This design comes from an exercise in tuning for small area and a short achievable clock period on the open sky130 flow, not from production work.
In this exercise RTL edits were held to simulation tests only and were not proved equivalent to the original.

==> run B: inputs <==
// IIR
module IIR
          (clk,
           reset,
           clk_enable,
           In1,
           ce_out,
           Out1);
export LEC_CHECK = 0
export CAP_MARGIN = 20
export CORE_MARGIN = 2
export CORE_UTILIZATION = 65
export SETUP_SLACK_MARGIN = 5
export SLEW_MARGIN = 20
export SYNTH_HIERARCHICAL = 1
export SYNTH_MINIMUM_KEEP_SIZE = 0
create_clock -name core_clock -period 10.0 [get_ports {clk}]
run.sh (not shown) runs the stock make flow with config.mk's settings and CLKGATE_MAP_FILE= SYNTH_SCRIPT=/design/flow/synth_recipe.tcl, a recipe that flattens the netlist after the stock synthesis.
==> run M (differences from run B) <==
--- a/flow/design.v
+++ b/flow/design.v
@@ -243,43 +243,43 @@
   IIR_ha um_s217 (.a(m_s185), .b(m_c184), .s(m_s217), .co(m_c218));
   wire m_s219, m_c220;
   IIR_ha um_s219 (.a(m_c186), .b(m_s187), .s(m_s219), .co(m_c220));
   wire m_s221, m_c222;
   IIR_ha um_s221 (.a(m_c188), .b(m_s189), .s(m_s221), .co(m_c222));
   wire m_s223, m_c224;
   IIR_ha um_s223 (.a(m_c190), .b(m_s191), .s(m_s223), .co(m_c224));
   wire m_g225 = s[0] & 1'b1;
-  wire m_p226 = s[0] ^ 1'b1;
+  wire m_p226 = s[0] | 1'b1;
   wire m_g227 = s[1] & 1'b1;
-  wire m_p228 = s[1] ^ 1'b1;
+  wire m_p228 = s[1] | 1'b1;
   wire m_g229 = m_s137 & 1'b1;
-  wire m_p230 = m_s137 ^ 1'b1;
+  wire m_p230 = m_s137 | 1'b1;
   wire m_g231 = m_c138 & m_s139;
-  wire m_p232 = m_c138 ^ m_s139;
+  wire m_p232 = m_c138 | m_s139;
   wire m_g233 = m_c140 & m_s141;
-  wire m_p234 = m_c140 ^ m_s141;
+  wire m_p234 = m_c140 | m_s141;
   wire m_g235 = m_c142 & m_s143;
-  wire m_p236 = m_c142 ^ m_s143;
+  wire m_p236 = m_c142 | m_s143;
   wire m_g237 = m_c144 & m_s145;
-  wire m_p238 = m_c144 ^ m_s145;
+  wire m_p238 = m_c144 | m_s145;
   wire m_g239 = m_c146 & m_s147;
-  wire m_p240 = m_c146 ^ m_s147;
+  wire m_p240 = m_c146 | m_s147;
   wire m_g241 = m_c148 & m_s149;
-  wire m_p242 = m_c148 ^ m_s149;
+  wire m_p242 = m_c148 | m_s149;
   wire m_g243 = m_c150 & m_s151;
-  wire m_p244 = m_c150 ^ m_s151;
+  wire m_p244 = m_c150 | m_s151;
   wire m_g245 = m_c152 & m_s153;
-  wire m_p246 = m_c152 ^ m_s153;
+  wire m_p246 = m_c152 | m_s153;
   wire m_g247 = m_c154 & m_s155;
-  wire m_p248 = m_c154 ^ m_s155;
+  wire m_p248 = m_c154 | m_s155;
   wire m_g249 = m_c156 & m_s157;
-  wire m_p250 = m_c156 ^ m_s157;
+  wire m_p250 = m_c156 | m_s157;
   wire m_g251 = m_c158 & m_s159;
-  wire m_p252 = m_c158 ^ m_s159;
+  wire m_p252 = m_c158 | m_s159;
   wire m_g253 = m_s193 & In1s[0];
   wire m_p254 = m_s193 ^ In1s[0];
   wire m_g255 = m_c194 & m_s195;
   wire m_p256 = m_c194 ^ m_s195;
   wire m_g257 = m_c196 & m_s197;
   wire m_p258 = m_c196 ^ m_s197;
   wire m_g259 = m_c198 & m_s199;
   wire m_p260 = m_c198 ^ m_s199;
@@ -558,33 +558,33 @@
   wire n_c533 = s[14] | s_n[10];
   wire n_s534, n_c535;
   IIR_ha un_s534 (.a(n_c529), .b(n_s532), .s(n_s534), .co(n_c535));
   wire n_s536, n_c537;
   IIR_fa un_s536 (.a(s_n[15]), .b(s_n[11]), .c(n_c533), .s(n_s536), .co(n_c537));
   wire n_s538 = ~(s_n[13] ^ s_n[12]);
   wire n_c539 = s_n[13] | s_n[12];
   wire n_g540 = s_n[2] & s[0];
-  wire n_p541 = s_n[2] ^ s[0];
+  wire n_p541 = s_n[2] | s[0];
   wire n_g542 = s_n[3] & s[1];
-  wire n_p543 = s_n[3] ^ s[1];
+  wire n_p543 = s_n[3] | s[1];
   wire n_g544 = s_n[0] & n_s414;
-  wire n_p545 = s_n[0] ^ n_s414;
+  wire n_p545 = s_n[0] | n_s414;
   wire n_g546 = n_c415 & n_s416;
-  wire n_p547 = n_c415 ^ n_s416;
+  wire n_p547 = n_c415 | n_s416;
   wire n_g548 = n_c417 & n_s420;
-  wire n_p549 = n_c417 ^ n_s420;
+  wire n_p549 = n_c417 | n_s420;
   wire n_g550 = n_c421 & n_s424;
-  wire n_p551 = n_c421 ^ n_s424;
+  wire n_p551 = n_c421 | n_s424;
   wire n_g552 = n_c425 & n_s428;
-  wire n_p553 = n_c425 ^ n_s428;
+  wire n_p553 = n_c425 | n_s428;
   wire n_g554 = n_c435 & n_s440;
-  wire n_p555 = n_c435 ^ n_s440;
+  wire n_p555 = n_c435 | n_s440;
   wire n_g556 = n_c441 & n_s446;
-  wire n_p557 = n_c441 ^ n_s446;
+  wire n_p557 = n_c441 | n_s446;
   wire n_g558 = n_c447 & n_s454;
   wire n_p559 = n_c447 ^ n_s454;
   wire n_g560 = n_c465 & n_s474;
   wire n_p561 = n_c465 ^ n_s474;
   wire n_g562 = n_c475 & n_s484;
   wire n_p563 = n_c475 ^ n_s484;
   wire n_g564 = n_c485 & n_s494;
   wire n_p565 = n_c485 ^ n_s494;
@@ -880,35 +880,35 @@
   wire q_c855 = s[11] | s_n[14];
   wire q_s856, q_c857;
   IIR_ha uq_s856 (.a(q_s854), .b(q_c851), .s(q_s856), .co(q_c857));
   wire q_s858, q_c859;
   IIR_fa uq_s858 (.a(s[15]), .b(s[12]), .c(q_c855), .s(q_s858), .co(q_c859));
   wire q_s860 = ~(s[14] ^ s[13]);
   wire q_c861 = s[14] | s[13];
   wire q_g862 = s_n[0] & ~s[2];
-  wire q_p863 = s_n[0] ^ ~s[2];
+  wire q_p863 = s_n[0] | ~s[2];
   wire q_g864 = s_n[1] & q_s734;
-  wire q_p865 = s_n[1] ^ q_s734;
+  wire q_p865 = s_n[1] | q_s734;
   wire q_g866 = q_c735 & q_s736;
-  wire q_p867 = q_c735 ^ q_s736;
+  wire q_p867 = q_c735 | q_s736;
   wire q_g868 = q_c737 & q_s738;
-  wire q_p869 = q_c737 ^ q_s738;
+  wire q_p869 = q_c737 | q_s738;
   wire q_g870 = q_c739 & q_s740;
-  wire q_p871 = q_c739 ^ q_s740;
+  wire q_p871 = q_c739 | q_s740;
   wire q_g872 = q_c741 & q_s742;
-  wire q_p873 = q_c741 ^ q_s742;
+  wire q_p873 = q_c741 | q_s742;
   wire q_g874 = q_c743 & q_s746;
-  wire q_p875 = q_c743 ^ q_s746;
+  wire q_p875 = q_c743 | q_s746;
   wire q_g876 = q_c747 & q_s750;
-  wire q_p877 = q_c747 ^ q_s750;
+  wire q_p877 = q_c747 | q_s750;
   wire q_g878 = q_c751 & q_s756;
-  wire q_p879 = q_c751 ^ q_s756;
+  wire q_p879 = q_c751 | q_s756;
   wire q_g880 = q_c757 & q_s762;
-  wire q_p881 = q_c757 ^ q_s762;
+  wire q_p881 = q_c757 | q_s762;
   wire q_g882 = q_c763 & q_s768;
   wire q_p883 = q_c763 ^ q_s768;
   wire q_g884 = q_c769 & q_s776;
   wire q_p885 = q_c769 ^ q_s776;
   wire q_g886 = q_c777 & q_s784;
   wire q_p887 = q_c777 ^ q_s784;
   wire q_g888 = q_c795 & q_s804;
   wire q_p889 = q_c795 ^ q_s804;
@@ -1093,37 +1093,37 @@
   IIR_fa ux_s1067 (.a(s_n[13]), .b(vr_n[14]), .c(q_c859), .s(x_s1067), .co(x_c1068));
   wire x_s1069 = ~(vr[15] ^ q_s860);
   wire x_c1070 = vr[15] | q_s860;
   wire x_s1071 = ~(s[15] ^ s_n[15]);
   wire x_c1072 = s[15] | s_n[15];
   wire x_s1073, x_c1074;
   IIR_ha ux_s1073 (.a(q_c861), .b(x_s1071), .s(x_s1073), .co(x_c1074));
   wire x_g1075 = s_n[0] & s_n[2];
-  wire x_p1076 = s_n[0] ^ s_n[2];
+  wire x_p1076 = s_n[0] | s_n[2];
   wire x_g1077 = s_n[1] & q_s734;
-  wire x_p1078 = s_n[1] ^ q_s734;
+  wire x_p1078 = s_n[1] | q_s734;
   wire x_g1079 = q_c735 & q_s736;
-  wire x_p1080 = q_c735 ^ q_s736;
+  wire x_p1080 = q_c735 | q_s736;
   wire x_g1081 = q_c737 & q_s738;
-  wire x_p1082 = q_c737 ^ q_s738;
+  wire x_p1082 = q_c737 | q_s738;
   wire x_g1083 = q_c739 & q_s740;
-  wire x_p1084 = q_c739 ^ q_s740;
+  wire x_p1084 = q_c739 | q_s740;
   wire x_g1085 = q_c741 & q_s742;
-  wire x_p1086 = q_c741 ^ q_s742;
+  wire x_p1086 = q_c741 | q_s742;
   wire x_g1087 = q_c743 & q_s746;
-  wire x_p1088 = q_c743 ^ q_s746;
+  wire x_p1088 = q_c743 | q_s746;
   wire x_g1089 = q_c747 & q_s750;
-  wire x_p1090 = q_c747 ^ q_s750;
+  wire x_p1090 = q_c747 | q_s750;
   wire x_g1091 = q_c751 & q_s756;
-  wire x_p1092 = q_c751 ^ q_s756;
+  wire x_p1092 = q_c751 | q_s756;
   wire x_g1093 = q_c757 & q_s762;
-  wire x_p1094 = q_c757 ^ q_s762;
+  wire x_p1094 = q_c757 | q_s762;
   wire x_g1095 = q_s768 & x_s1039;
-  wire x_p1096 = q_s768 ^ x_s1039;
+  wire x_p1096 = q_s768 | x_s1039;
   wire x_g1097 = x_c1040 & x_s1041;
   wire x_p1098 = x_c1040 ^ x_s1041;
   wire x_g1099 = x_c1042 & x_s1043;
   wire x_p1100 = x_c1042 ^ x_s1043;
   wire x_g1101 = x_c1046 & x_s1047;
   wire x_p1102 = x_c1046 ^ x_s1047;
   wire x_g1103 = x_c1048 & x_s1049;
   wire x_p1104 = x_c1048 ^ x_s1049;
==> flow/flow/run.sh (new file) <==
#!/bin/bash
# Standard ORFS layout, with port buffers of a plain buffer cell and timing
# repair aimed below the clock period (the SDC is unchanged).
set -euo pipefail
bash standard.sh SETUP_SLACK_MARGIN=5.3 "BUFFER_PORTS_ARGS=-buffer_cell sky130_fd_sc_hd__buf_2" finish > flow_make.log 2>&1
==> flow/standard.sh (new file) <==
#!/bin/bash
# synth_recipe.tcl (not shown) runs the flow's synth.tcl, then flattens the netlist and writes it again
# the make line also repeats each setting of config.mk as NAME=value (left out here)
make -C /OpenROAD-flow-scripts/flow DESIGN_CONFIG=/design/flow/config.mk WORK_HOME=/design/flow/orfs CLKGATE_MAP_FILE= SYNTH_SCRIPT=/design/flow/synth_recipe.tcl "${@:-finish}"
CORE_UTILIZATION = 40   (was 65)
SETUP_SLACK_MARGIN = unset   (was 5)
TNS_END_PERCENT = 0   (was unset)
removed: flow/run.sh
==> run H (differences from run B) <==
--- a/flow/design.v
+++ b/flow/design.v
@@ -243,43 +243,43 @@
   IIR_ha um_s217 (.a(m_s185), .b(m_c184), .s(m_s217), .co(m_c218));
   wire m_s219, m_c220;
   IIR_ha um_s219 (.a(m_c186), .b(m_s187), .s(m_s219), .co(m_c220));
   wire m_s221, m_c222;
   IIR_ha um_s221 (.a(m_c188), .b(m_s189), .s(m_s221), .co(m_c222));
   wire m_s223, m_c224;
   IIR_ha um_s223 (.a(m_c190), .b(m_s191), .s(m_s223), .co(m_c224));
   wire m_g225 = s[0] & 1'b1;
-  wire m_p226 = s[0] ^ 1'b1;
+  wire m_p226 = s[0] | 1'b1;
   wire m_g227 = s[1] & 1'b1;
-  wire m_p228 = s[1] ^ 1'b1;
+  wire m_p228 = s[1] | 1'b1;
   wire m_g229 = m_s137 & 1'b1;
-  wire m_p230 = m_s137 ^ 1'b1;
+  wire m_p230 = m_s137 | 1'b1;
   wire m_g231 = m_c138 & m_s139;
-  wire m_p232 = m_c138 ^ m_s139;
+  wire m_p232 = m_c138 | m_s139;
   wire m_g233 = m_c140 & m_s141;
-  wire m_p234 = m_c140 ^ m_s141;
+  wire m_p234 = m_c140 | m_s141;
   wire m_g235 = m_c142 & m_s143;
-  wire m_p236 = m_c142 ^ m_s143;
+  wire m_p236 = m_c142 | m_s143;
   wire m_g237 = m_c144 & m_s145;
-  wire m_p238 = m_c144 ^ m_s145;
+  wire m_p238 = m_c144 | m_s145;
   wire m_g239 = m_c146 & m_s147;
-  wire m_p240 = m_c146 ^ m_s147;
+  wire m_p240 = m_c146 | m_s147;
   wire m_g241 = m_c148 & m_s149;
-  wire m_p242 = m_c148 ^ m_s149;
+  wire m_p242 = m_c148 | m_s149;
   wire m_g243 = m_c150 & m_s151;
-  wire m_p244 = m_c150 ^ m_s151;
+  wire m_p244 = m_c150 | m_s151;
   wire m_g245 = m_c152 & m_s153;
-  wire m_p246 = m_c152 ^ m_s153;
+  wire m_p246 = m_c152 | m_s153;
   wire m_g247 = m_c154 & m_s155;
-  wire m_p248 = m_c154 ^ m_s155;
+  wire m_p248 = m_c154 | m_s155;
   wire m_g249 = m_c156 & m_s157;
-  wire m_p250 = m_c156 ^ m_s157;
+  wire m_p250 = m_c156 | m_s157;
   wire m_g251 = m_c158 & m_s159;
-  wire m_p252 = m_c158 ^ m_s159;
+  wire m_p252 = m_c158 | m_s159;
   wire m_g253 = m_s193 & In1s[0];
   wire m_p254 = m_s193 ^ In1s[0];
   wire m_g255 = m_c194 & m_s195;
   wire m_p256 = m_c194 ^ m_s195;
   wire m_g257 = m_c196 & m_s197;
   wire m_p258 = m_c196 ^ m_s197;
   wire m_g259 = m_c198 & m_s199;
   wire m_p260 = m_c198 ^ m_s199;
@@ -558,33 +558,33 @@
   wire n_c533 = s[14] | s_n[10];
   wire n_s534, n_c535;
   IIR_ha un_s534 (.a(n_c529), .b(n_s532), .s(n_s534), .co(n_c535));
   wire n_s536, n_c537;
   IIR_fa un_s536 (.a(s_n[15]), .b(s_n[11]), .c(n_c533), .s(n_s536), .co(n_c537));
   wire n_s538 = ~(s_n[13] ^ s_n[12]);
   wire n_c539 = s_n[13] | s_n[12];
   wire n_g540 = s_n[2] & s[0];
-  wire n_p541 = s_n[2] ^ s[0];
+  wire n_p541 = s_n[2] | s[0];
   wire n_g542 = s_n[3] & s[1];
-  wire n_p543 = s_n[3] ^ s[1];
+  wire n_p543 = s_n[3] | s[1];
   wire n_g544 = s_n[0] & n_s414;
-  wire n_p545 = s_n[0] ^ n_s414;
+  wire n_p545 = s_n[0] | n_s414;
   wire n_g546 = n_c415 & n_s416;
-  wire n_p547 = n_c415 ^ n_s416;
+  wire n_p547 = n_c415 | n_s416;
   wire n_g548 = n_c417 & n_s420;
-  wire n_p549 = n_c417 ^ n_s420;
+  wire n_p549 = n_c417 | n_s420;
   wire n_g550 = n_c421 & n_s424;
-  wire n_p551 = n_c421 ^ n_s424;
+  wire n_p551 = n_c421 | n_s424;
   wire n_g552 = n_c425 & n_s428;
-  wire n_p553 = n_c425 ^ n_s428;
+  wire n_p553 = n_c425 | n_s428;
   wire n_g554 = n_c435 & n_s440;
-  wire n_p555 = n_c435 ^ n_s440;
+  wire n_p555 = n_c435 | n_s440;
   wire n_g556 = n_c441 & n_s446;
-  wire n_p557 = n_c441 ^ n_s446;
+  wire n_p557 = n_c441 | n_s446;
   wire n_g558 = n_c447 & n_s454;
   wire n_p559 = n_c447 ^ n_s454;
   wire n_g560 = n_c465 & n_s474;
   wire n_p561 = n_c465 ^ n_s474;
   wire n_g562 = n_c475 & n_s484;
   wire n_p563 = n_c475 ^ n_s484;
   wire n_g564 = n_c485 & n_s494;
   wire n_p565 = n_c485 ^ n_s494;
@@ -880,35 +880,35 @@
   wire q_c855 = s[11] | s_n[14];
   wire q_s856, q_c857;
   IIR_ha uq_s856 (.a(q_s854), .b(q_c851), .s(q_s856), .co(q_c857));
   wire q_s858, q_c859;
   IIR_fa uq_s858 (.a(s[15]), .b(s[12]), .c(q_c855), .s(q_s858), .co(q_c859));
   wire q_s860 = ~(s[14] ^ s[13]);
   wire q_c861 = s[14] | s[13];
   wire q_g862 = s_n[0] & ~s[2];
-  wire q_p863 = s_n[0] ^ ~s[2];
+  wire q_p863 = s_n[0] | ~s[2];
   wire q_g864 = s_n[1] & q_s734;
-  wire q_p865 = s_n[1] ^ q_s734;
+  wire q_p865 = s_n[1] | q_s734;
   wire q_g866 = q_c735 & q_s736;
-  wire q_p867 = q_c735 ^ q_s736;
+  wire q_p867 = q_c735 | q_s736;
   wire q_g868 = q_c737 & q_s738;
-  wire q_p869 = q_c737 ^ q_s738;
+  wire q_p869 = q_c737 | q_s738;
   wire q_g870 = q_c739 & q_s740;
-  wire q_p871 = q_c739 ^ q_s740;
+  wire q_p871 = q_c739 | q_s740;
   wire q_g872 = q_c741 & q_s742;
-  wire q_p873 = q_c741 ^ q_s742;
+  wire q_p873 = q_c741 | q_s742;
   wire q_g874 = q_c743 & q_s746;
-  wire q_p875 = q_c743 ^ q_s746;
+  wire q_p875 = q_c743 | q_s746;
   wire q_g876 = q_c747 & q_s750;
-  wire q_p877 = q_c747 ^ q_s750;
+  wire q_p877 = q_c747 | q_s750;
   wire q_g878 = q_c751 & q_s756;
-  wire q_p879 = q_c751 ^ q_s756;
+  wire q_p879 = q_c751 | q_s756;
   wire q_g880 = q_c757 & q_s762;
-  wire q_p881 = q_c757 ^ q_s762;
+  wire q_p881 = q_c757 | q_s762;
   wire q_g882 = q_c763 & q_s768;
   wire q_p883 = q_c763 ^ q_s768;
   wire q_g884 = q_c769 & q_s776;
   wire q_p885 = q_c769 ^ q_s776;
   wire q_g886 = q_c777 & q_s784;
   wire q_p887 = q_c777 ^ q_s784;
   wire q_g888 = q_c795 & q_s804;
   wire q_p889 = q_c795 ^ q_s804;
@@ -1093,37 +1093,37 @@
   IIR_fa ux_s1067 (.a(s_n[13]), .b(vr_n[14]), .c(q_c859), .s(x_s1067), .co(x_c1068));
   wire x_s1069 = ~(vr[15] ^ q_s860);
   wire x_c1070 = vr[15] | q_s860;
   wire x_s1071 = ~(s[15] ^ s_n[15]);
   wire x_c1072 = s[15] | s_n[15];
   wire x_s1073, x_c1074;
   IIR_ha ux_s1073 (.a(q_c861), .b(x_s1071), .s(x_s1073), .co(x_c1074));
   wire x_g1075 = s_n[0] & s_n[2];
-  wire x_p1076 = s_n[0] ^ s_n[2];
+  wire x_p1076 = s_n[0] | s_n[2];
   wire x_g1077 = s_n[1] & q_s734;
-  wire x_p1078 = s_n[1] ^ q_s734;
+  wire x_p1078 = s_n[1] | q_s734;
   wire x_g1079 = q_c735 & q_s736;
-  wire x_p1080 = q_c735 ^ q_s736;
+  wire x_p1080 = q_c735 | q_s736;
   wire x_g1081 = q_c737 & q_s738;
-  wire x_p1082 = q_c737 ^ q_s738;
+  wire x_p1082 = q_c737 | q_s738;
   wire x_g1083 = q_c739 & q_s740;
-  wire x_p1084 = q_c739 ^ q_s740;
+  wire x_p1084 = q_c739 | q_s740;
   wire x_g1085 = q_c741 & q_s742;
-  wire x_p1086 = q_c741 ^ q_s742;
+  wire x_p1086 = q_c741 | q_s742;
   wire x_g1087 = q_c743 & q_s746;
-  wire x_p1088 = q_c743 ^ q_s746;
+  wire x_p1088 = q_c743 | q_s746;
   wire x_g1089 = q_c747 & q_s750;
-  wire x_p1090 = q_c747 ^ q_s750;
+  wire x_p1090 = q_c747 | q_s750;
   wire x_g1091 = q_c751 & q_s756;
-  wire x_p1092 = q_c751 ^ q_s756;
+  wire x_p1092 = q_c751 | q_s756;
   wire x_g1093 = q_c757 & q_s762;
-  wire x_p1094 = q_c757 ^ q_s762;
+  wire x_p1094 = q_c757 | q_s762;
   wire x_g1095 = q_s768 & x_s1039;
-  wire x_p1096 = q_s768 ^ x_s1039;
+  wire x_p1096 = q_s768 | x_s1039;
   wire x_g1097 = x_c1040 & x_s1041;
   wire x_p1098 = x_c1040 ^ x_s1041;
   wire x_g1099 = x_c1042 & x_s1043;
   wire x_p1100 = x_c1042 ^ x_s1043;
   wire x_g1101 = x_c1046 & x_s1047;
   wire x_p1102 = x_c1046 ^ x_s1047;
   wire x_g1103 = x_c1048 & x_s1049;
   wire x_p1104 = x_c1048 ^ x_s1049;
==> flow/flow/run.sh (new file) <==
#!/bin/bash
# Standard ORFS layout, with port buffers of a plain buffer cell and timing
# repair aimed below the clock period (the SDC is unchanged).
set -euo pipefail
bash standard.sh SETUP_SLACK_MARGIN=5.6 "BUFFER_PORTS_ARGS=-buffer_cell sky130_fd_sc_hd__buf_2" finish > flow_make.log 2>&1
==> flow/standard.sh (new file) <==
#!/bin/bash
# synth_recipe.tcl (not shown) runs the flow's synth.tcl, then flattens the netlist and writes it again
# the make line also repeats each setting of config.mk as NAME=value (left out here)
make -C /OpenROAD-flow-scripts/flow DESIGN_CONFIG=/design/flow/config.mk WORK_HOME=/design/flow/orfs CLKGATE_MAP_FILE= SYNTH_SCRIPT=/design/flow/synth_recipe.tcl "${@:-finish}"
CORE_UTILIZATION = 40   (was 65)
SETUP_SLACK_MARGIN = unset   (was 5)
removed: flow/run.sh
==> notes <==
Run H finished clean. Run B finished with timing, DRC and antenna clean. Run M finished with timing, DRC and antenna clean.
In run B the die area is lower than in run M, by about 36%.
The highest non-clock buffer count belongs to run H, the lowest to run B.
Of run B and run M, run B has the higher synthesized cell count (gap 3.0%, measured against run M).
First-iteration DRC count: run B > run H > run M.
Maximum frequency, lowest first: run B, run M, run H.
The highest final area belongs to run H, the lowest to run M.
The lowest worst hold slack belongs to run M, the highest to run B.

## port drivers added, routing unchanged
The results above use ideal ports. As a check the final layouts listed here were re-extracted and re-timed, cells and wires unchanged.
Step 1 sets driving cells, clkbuf_16 on the clock port and buf_2 on the other inputs (assumed; they add their load-dependent delay and slew).
Step 2 times the ports against the registers' clock, not the clock port: input delays grow and output delays shrink by t, the midpoint of the rising clock arrivals with the driver on.
Slacks: ideal / step 1 / step 2; pairs: ideal / step 1.
run	t, ns	setup WS [ns]	pins driven straight from the clock port
run B	0.394	4.710 / 4.710 / 4.710	1
run M	0.392	5.076 / 5.076 / 5.076	1
run H	0.394	5.146 / 5.146 / 5.146	1
After both steps every run listed still meets setup and hold.
